Background: an optimization exercise with open tools, aiming at small area and a short achievable clock period. Do not read the settings as production practice. At most, simulation tests tie the RTL to the original design; equivalence was not proved.

==> run K: inputs <==
==> flow/design.v (excerpt) <==
module n_bit_array_mul
#(
    parameter N = 32
)
(
    input[N-1:0] data_in,
    input clk, clr_n, load_a, load_b,
    output [2*N-1:0] product,
    output done
);
export LEC_CHECK = 0
export CAP_MARGIN = 20
export CORE_MARGIN = 2
export CORE_UTILIZATION = 65
export SLEW_MARGIN = 20
export SYNTH_HIERARCHICAL = 1
create_clock -name core_clock -period 38.0 [get_ports {clk}]
run.sh (not shown) runs the stock make flow with config.mk's settings and CLKGATE_MAP_FILE= SYNTH_SCRIPT=/design/flow/synth_recipe.tcl, a recipe that flattens the netlist after the stock synthesis.
==> inputs of run D, as changes to run K <==
- CORE_UTILIZATION: 65 -> 40
==> impl_metrics.sql <==
INSERT INTO impl_metrics (metric_group, metric, value, unit) VALUES
('run_status', 'status', 'finished clean', ''),
('finish', 'finish.utilization', '43.3', '%'),
('finish', 'layout.nets', '3098', ''),
('timing', 'fin_crit_sh', '23.8', '%'),
('global_route', 'first_pass_grt_wire_length', '143', 'mm'),
('timing', 'hold-worst-slack', '519', 'ps'),
('routing', 'post_drt_via_cell_ratio', '6.18', ''),
('global_route', 'grtUsageMet2', '43.3', '%'),
('global_route', 'grt_usage', '26.8', '%');
the above is filed under run D

==> impl_metrics.sql <==
INSERT INTO impl_metrics (metric_group, metric, value, unit) VALUES
('timing', 'fin_crit_sh', '23.6', '%'),
('routing', 'post_drt_via_cell_ratio', '7.08', ''),
('run_status', 'status', 'finished clean', ''),
('routing', 'dr.first_iter.drc_count', '2933', ''),
('worst_setup_path', 'cp_cell_sequence', 'clkdlybuf4s50_1', ''),
('global_route', 'grtUsageMet2', '64.8', '%'),
('worst_setup_path', 'timing.reg2reg.worst_path_depth', '23', ''),
('logic_synthesis', 'synth_top_family_by_area', 'adder cells', ''),
('finish', 'finish.utilization', '69.7', '%'),
('global_route', 'grt_usage', '42.1', '%'),
('timing', 'hold-worst-slack', '517', 'ps'),
('global_route', 'maximum_number_of_pins_on_one_net_before_global_route_repair', '66', ''),
('global_route', 'first_pass_grt_wire_length', '139', 'mm'),
('finish', 'layout.nets', '3111', '');
the above is filed under run K



==> inputs of run a <==
Another version of the RTL of n_bit_array_mul (not shown whole).
export LEC_CHECK = 0
export CAP_MARGIN = 20
export CORE_MARGIN = 2
export CORE_UTILIZATION = 50
export SLEW_MARGIN = 20
export SYNTH_HIERARCHICAL = 1
create_clock -name core_clock -period 38.0 [get_ports {clk}]
standard.sh (not shown) runs the stock make flow with config.mk's settings and CLKGATE_MAP_FILE= SYNTH_SCRIPT=/design/flow/synth_recipe.tcl, a recipe that flattens the netlist after the stock synthesis.
==> flow/flow/run.sh <==
#!/bin/bash
# Layout flow: the standard flow (standard.sh: the standard synthesis and
# the ORFS steps, unchanged) with these layout choices of its own:
#  1. the buffers that placement puts on every port are buf_2 cells instead
#     of the delay-cell buffers that buffer_ports picks by default;
#  2. after global placement (flow/resize.tcl): cells that synthesis sized up
#     but that drive at most two loads go back to their _1 size, and the port
#     buffers of load_a, load_b and clr_n (large fanout) become buf_8;
#  3. after the placement resizer (flow/resize2.tcl): the buffers of the
#     clr_n tree that drive more than 16 loads become buf_16.
#  4. clock tree synthesis runs with its usual options plus
#     -dont_use_dummy_load (no extra load cells on the clock tree).
# Each step's full output goes to a log file of its own in this folder; ORFS
# also keeps its per-step logs under orfs/logs/.
set -euo pipefail
R=$PWD/orfs/results/$FLOW_PLATFORM/n_bit_array_mul/base
export BUFFER_PORTS_ARGS="-buffer_cell sky130_fd_sc_hd__buf_2"
export CTS_ARGS="-sink_clustering_enable -repair_clock_nets -dont_use_dummy_load"
bash standard.sh $R/3_3_place_gp.odb > flow_1_to_global_place.log 2>&1
RESIZE_ODB=$R/3_3_place_gp.odb openroad -no_init -exit flow/resize.tcl > flow_2_resize.log 2>&1
bash standard.sh $R/3_4_place_resized.odb > flow_3_place_resize.log 2>&1
RESIZE_ODB=$R/3_4_place_resized.odb openroad -no_init -exit flow/resize2.tcl > flow_4_resize_clear.log 2>&1
bash standard.sh > flow_5_finish.log 2>&1
==> flow/flow/resize.tcl <==
# Layout choices applied to the global placement result, before the
# placement resizer (repair_design) and detailed placement:
#  - cells that synthesis sized up but that drive at most two loads are set
#    back to their _1 size (same function, same pins);
#  - the port buffers of load_a, load_b and clr_n, which fan out to many
#    registers, are made buf_8.
set odb $::env(RESIZE_ODB)
read_db $odb
set db [ord::get_db]
set block [ord::get_db_block]
set small [dict create \
  sky130_fd_sc_hd__a21oi_2 sky130_fd_sc_hd__a21oi_1 \
  sky130_fd_sc_hd__mux2_4 sky130_fd_sc_hd__mux2_1 \
  sky130_fd_sc_hd__mux2_2 sky130_fd_sc_hd__mux2_1]
set n 0
foreach inst [$block getInsts] {
  set m [[$inst getMaster] getName]
  if {![dict exists $small $m]} { continue }
  set fo 0
  foreach it [$inst getITerms] {
    if {[$it isOutputSignal]} {
      set net [$it getNet]
      if {$net ne "NULL"} {
        set fo [expr {[llength [$net getITerms]] - 1 + [llength [$net getBTerms]]}]
      }
    }
  }
  if {$fo <= 2} {
    $inst swapMaster [$db findMaster [dict get $small $m]]
    incr n
  }
}
puts "resized $n cells down"
set big [$db findMaster sky130_fd_sc_hd__buf_8]
foreach p {load_a load_b clr_n} {
  set net [[$block findBTerm $p] getNet]
  foreach it [$net getITerms] {
    set inst [$it getInst]
    if {[string match "sky130_fd_sc_hd__buf_*" [[$inst getMaster] getName]]} {
      puts "port $p: [$inst getName] [[$inst getMaster] getName] -> sky130_fd_sc_hd__buf_8"
      $inst swapMaster $big
    }
  }
}
write_db $odb
==> flow/flow/resize2.tcl <==
# Layout choice applied after the placement resizer, before detailed
# placement: the buffers of the clear (clr_n) tree that drive 16 or more
# loads become buf_16, so the clear reaches all registers sooner.
set odb $::env(RESIZE_ODB)
read_db $odb
set db [ord::get_db]
set block [ord::get_db_block]
set big [$db findMaster sky130_fd_sc_hd__buf_16]
set todo [list [[$block findBTerm clr_n] getNet]]
while {[llength $todo]} {
  set net [lindex $todo 0]
  set todo [lrange $todo 1 end]
  foreach it [$net getITerms] {
    if {![$it isInputSignal]} { continue }
    set inst [$it getInst]
    set m [[$inst getMaster] getName]
    if {![string match "sky130_fd_sc_hd__buf_*" $m]} { continue }
    foreach ot [$inst getITerms] {
      if {[$ot isOutputSignal] && [$ot getNet] ne "NULL"} {
        set onet [$ot getNet]
        set fo [llength [$onet getITerms]]
        if {$fo > 16} {
          puts "clr_n tree: [$inst getName] $m fanout [expr {$fo - 1}] -> sky130_fd_sc_hd__buf_16"
          $inst swapMaster $big
        }
        lappend todo $onet
      }
    }
  }
}
write_db $odb
==> run b (differences from run a) <==
==> flow/flow/run.sh (replaced) <==
#!/bin/bash
# Layout flow: the standard flow (standard.sh: the standard synthesis and
# the ORFS steps, unchanged) with three layout choices of its own:
#  1. after synthesis, the a21oi_2 and mux2_4 cells that ABC sized up are set
#     back to their _1 size (same function and pins);
#  2. the buffers that placement puts on every port are buf_2 cells instead of
#     the delay-cell buffers that buffer_ports picks by default;
#  3. the port buffers of load_a, load_b and clr_n, which fan out to many
#     registers, are then made buf_8.
# Each step's full output goes to a log file of its own in this folder; ORFS
# also keeps its per-step logs under orfs/logs/.
set -euo pipefail
R=$PWD/orfs/results/$FLOW_PLATFORM/n_bit_array_mul/base
export BUFFER_PORTS_ARGS="-buffer_cell sky130_fd_sc_hd__buf_2"
bash standard.sh $R/1_2_yosys.v > flow_1_synth.log 2>&1
sed -i -e 's/sky130_fd_sc_hd__a21oi_2 /sky130_fd_sc_hd__a21oi_1 /' \
       -e 's/sky130_fd_sc_hd__mux2_4 /sky130_fd_sc_hd__mux2_1 /' $R/1_2_yosys.v
bash standard.sh $R/3_3_place_gp.odb > flow_2_place.log 2>&1
PORTS_ODB=$R/3_3_place_gp.odb openroad -no_init -exit flow/ports.tcl > flow_3_ports.log 2>&1
bash standard.sh > flow_4_finish.log 2>&1
==> flow/flow/ports.tcl (new file) <==
# Give the input ports with a large fanout (operand loads, clear) a stronger
# port buffer than the other ports.  Runs on the global placement result,
# before the placement resizer and detailed placement.
set odb $::env(PORTS_ODB)
read_db $odb
set block [ord::get_db_block]
set big [[ord::get_db] findMaster sky130_fd_sc_hd__buf_8]
foreach p {load_a load_b clr_n} {
  set net [[$block findBTerm $p] getNet]
  foreach it [$net getITerms] {
    set inst [$it getInst]
    if {[string match "sky130_fd_sc_hd__buf_*" [[$inst getMaster] getName]]} {
      puts "port $p: [$inst getName] [[$inst getMaster] getName] -> sky130_fd_sc_hd__buf_8"
      $inst swapMaster $big
    }
  }
}
write_db $odb
removed: flow/flow/resize.tcl
removed: flow/flow/resize2.tcl
==> run c (differences from run a) <==
--- a/flow/flow/run.sh
+++ b/flow/flow/run.sh
@@ -10,4 +10,2 @@
 #     clr_n tree that drive more than 16 loads become buf_16.
-#  4. clock tree synthesis runs with its usual options plus
-#     -dont_use_dummy_load (no extra load cells on the clock tree).
 # Each step's full output goes to a log file of its own in this folder; ORFS
@@ -17,3 +15,2 @@
 export BUFFER_PORTS_ARGS="-buffer_cell sky130_fd_sc_hd__buf_2"
-export CTS_ARGS="-sink_clustering_enable -repair_clock_nets -dont_use_dummy_load"
 bash standard.sh $R/3_3_place_gp.odb > flow_1_to_global_place.log 2>&1
- CTS_BUF_LIST: not set -> sky130_fd_sc_hd__clkbuf_8
==> run summary <==
* Outcome: timing/DRC/antenna clean
- Post-synth top area cell: fa_1
- In the final layout, flip-flops and latches occupy 0.003246 mm^2.
* Num tapcells: a little over 700
- Ranked by instance count, the synthesized netlist is headed by 570 x xnor2_1, 496 x a22oi_1, 464 x fa_1.
* Top achievable clock speed: between 100 and 150 MHz
# the run above: run c

==> run summary <==
- The flow inserted a little under 700 tap cells.
- For the pin with the worst max-slew slack, the measured transition is around 1.2 ns.
* Layout clock area frac: under 10%
* Combined flip-flop and latch cell area: around 0.0032 mm^2
- Outcome: timing/DRC/antenna clean
* Max reg flops: 64
- Top achievable clock speed: 115.9 MHz
# the run above: run b

==> run summary <==
- The flow ran to the end and the layout has no timing, DRC or antenna violations.
- For this design, the CTS-stage hold fixing added 0 buffers.
- For this run, the top clock speed supported by timing is ~120 MHz.
- Post-synth top area cell: fa_1
* Count of buffers inserted at the top-level ports: 99
- For this floorplan the total number of well-tap instances is about 700.
* Antenna fix cells: 0
- Registers take around 0.0032 mm^2.
* Routed vias: approximately 21000
* Via count of the first global-routing pass: between 20000 and 25000
- Top cell types by occurrence after synthesis: 570 x xnor2_1, 496 x a22oi_1, 464 x fa_1
* Half-perimeter wire length after placement: around 56000 um
# the run above: run a

No functional check of the RTL was part of any run of this note.

==> port drivers added, routing unchanged <==
Ports are ideal in the flow. The routed layouts listed here were re-timed in OpenROAD. Step 1 assumes that a clkbuf_16 drives the clock port and a buf_2 every other input. Step 2, shift: input delay + t, output delay - t, t = (earliest + latest rising clock arrival at the registers) / 2. This alone moves slack from input paths to output paths. Three values: ideal ports, drivers, drivers and shift; two values: the first two.
| run | shift t [ns] | setup slack, ns | clock arrival spread, ns |
|---|---|---|---|
| run K | 0.546 | 29.014 / 28.951 / 28.980 | 0.016 / 0.016 |
| run D | 0.566 | 28.973 / 28.911 / 28.882 | 0.031 / 0.031 |
| run a | 0.547 | 29.401 / 29.337 / 29.242 | 0.026 / 0.026 |
| run b | 0.542 | 29.373 / 29.310 / 29.291 | 0.022 / 0.021 |
| run c | 0.615 | 29.317 / 29.255 / 29.248 | 0.035 / 0.035 |
After both steps setup and hold are still met in every run listed. The setup slack of run a, which loses most, moves by -0.064 ns with the drivers and by -0.159 ns with both steps. The worst setup slack also covers recovery checks on asynchronous resets.
